What follows belongs to an exercise in optimizing a design on an open flow for small area; a production flow would make more cautious choices.
Function was checked by simulation only, so behaviour that the tests miss may differ from the original.
No activity file was given, so power comes from the tool's default toggle rates.

## run 1
## pipeline_cpu
module pipeline_cpu(
	clk,
	rst_n,
	in_valid,
	instruction,
	dout,
	out_valid,
	ren,
	wen,
	addr,
	out_addr,
	din,
	out
);
Size in the first run: roughly 2,500 cells after synthesis, about 81 I/O pins, roughly 26,000 um^2 of cells after synthesis.
clock: 7.0 ns
lec_check: 0
cap_margin: 10
core_margin: 2
core_utilization: 55
slew_margin: 10
synth_hierarchical: 1
standard.sh (not shown) runs the stock make flow with config.mk's settings and CLKGATE_MAP_FILE= SYNTH_SCRIPT=/design/flow/synth_recipe.tcl, a recipe that flattens the netlist after the stock synthesis.
==> flow/flow/run.sh <==
#!/bin/bash
# Own layout flow: the standard ORFS flow (standard.sh, with its standard synthesis
# script synth_recipe.tcl), with these changes:
#  - ABC maps the logic with flow/abc.script, an area-oriented mapping script, in place of
#    ORFS's delay-oriented abc_speed.script. ORFS's scripts folder is copied to orfs_scripts/
#    and only that one file is replaced in the copy.
#  - ports buffered with buf_1 (the smallest buffer) instead of ORFS's default choice
#  - clock tree without dummy loads, from small clock buffers in clusters of up to 14 flip-flops
#  - before global routing, downsizing of gates off the critical paths (flow/pre_grt.tcl),
#    followed by the standard repairs
# Each make step's full output is in orfs/logs/; make's own output is in standard.log here.
set -euo pipefail
rm -rf orfs_scripts
cp -r "$FLOW_HOME/scripts" orfs_scripts
cp flow/abc.script orfs_scripts/abc_speed.script
bash standard.sh finish \
	"SCRIPTS_DIR=$PWD/orfs_scripts" \
	"BUFFER_PORTS_ARGS=-buffer_cell sky130_fd_sc_hd__buf_1" \
	"CTS_ARGS=-sink_clustering_enable -repair_clock_nets -dont_use_dummy_load -buf_list {sky130_fd_sc_hd__clkbuf_4 sky130_fd_sc_hd__clkbuf_8} -sink_clustering_buffer sky130_fd_sc_hd__clkbuf_8 -sink_clustering_size 14 -sink_clustering_max_diameter 70" \
	"PRE_GLOBAL_ROUTE_TCL=$PWD/flow/pre_grt.tcl" > standard.log 2>&1
==> flow/flow/abc.script <==
&get -n
&st
&dch
&nf
&st
&syn2
&dch
&nf
&put
==> flow/flow/pre_grt.tcl <==
# Before global routing: downsize gates off the critical paths (placement parasitics),
# then repair slew, capacitance and fanout again, since downsizing ignores them.
estimate_parasitics -placement
repair_timing -recover_power 100 -match_cell_footprint -verbose
repair_design -match_cell_footprint -cap_margin 10 -slew_margin 10 -verbose
detailed_placement
Modified inputs, run 2 compared to run 1
- SLEW_MARGIN changed from 10 to 0
- CAP_MARGIN changed from 10 to 0
- CORE_UTILIZATION changed from 55 to 40
diff --git a/flow/flow/pre_grt.tcl b/flow/flow/pre_grt.tcl
--- a/flow/flow/pre_grt.tcl
+++ b/flow/flow/pre_grt.tcl
@@ -4,3 +4,3 @@
 repair_timing -recover_power 100 -match_cell_footprint -verbose
-repair_design -match_cell_footprint -cap_margin 10 -slew_margin 10 -verbose
+repair_design -match_cell_footprint -cap_margin 0 -slew_margin 0 -verbose
 detailed_placement
Findings:
- Run 2 was carried through to the last stage, and its layout satisfied the timing, design-rule and antenna checks.
- Changes observed in run 2 relative to run 1: final cell count +about 7%; post-route cell area +about 1.2%; routed length on met3 +about 25%; remaining antenna violation count ~0 delta.
- ~same static leakage power in run 1 and run 2
- Re switching share of total power: run 2 is 0.59 points up on run 1.
- Antenna diode count is higher on run 1
- Any difference in register clock-pin slew on the reported worst setup and hold paths between run 1 and run 2 is small enough to ignore.
### run 2 -> run 3
- a change of SLEW_MARGIN from 0 to 10
- a change of CAP_MARGIN from 0 to 10
diff --git a/flow/flow/pre_grt.tcl b/flow/flow/pre_grt.tcl
--- a/flow/flow/pre_grt.tcl
+++ b/flow/flow/pre_grt.tcl
@@ -4,3 +4,3 @@
 repair_timing -recover_power 100 -match_cell_footprint -verbose
-repair_design -match_cell_footprint -cap_margin 0 -slew_margin 0 -verbose
+repair_design -match_cell_footprint -cap_margin 10 -slew_margin 10 -verbose
 detailed_placement
### Flow results
Share of the cycle needed by the critical path after routing in run 3 vs run 2: up 0.39 points
Looking at run 3 and run 2, the global routing met2 resource utilization is a wash.
As far as sequential power is concerned, run 2 and run 3 perform about the same.
In terms of wire length, run 2 and run 3 differ only marginally.
On proportion of power drawn by the clock network, run 3 tracks run 2 almost exactly.
Between run 3 and run 2, the via count figures differ only marginally.
Re synthesized-area fraction occupied by adder cells: no difference whatsoever between run 2 and run 3.
Status: routed length on met2 parity (run 3, run 2)
Run 3 and run 2 ended up with nearly the same total power.

==> port drivers added, routing unchanged <==
The flow's constraints put no driver on any port. The routed layouts listed below were extracted and timed again, unchanged, in two steps. Step 1 sets driving cells, clkbuf_16 on the clock port and buf_2 on the other inputs (assumed; they add their load-dependent delay and slew). Step 2 times the ports against the registers' clock, not the clock port: input delays grow and output delays shrink by t, the midpoint of the rising clock arrivals with the driver on. a / b / c = no drivers / after step 1 / after step 2; a / b = the first two.
run	t (ns)	slack for setup (ns)	worst register clock-pin slew, ns	pins driven straight from the clock port
run 1	0.682	0.470 / 0.470 / 0.470	0.10 / 0.10	1
run 2	0.680	0.435 / 0.435 / 0.435	0.10 / 0.10	1
run 3	0.683	0.408 / 0.408 / 0.408	0.11 / 0.11	1
After both steps every run listed still meets setup and hold.
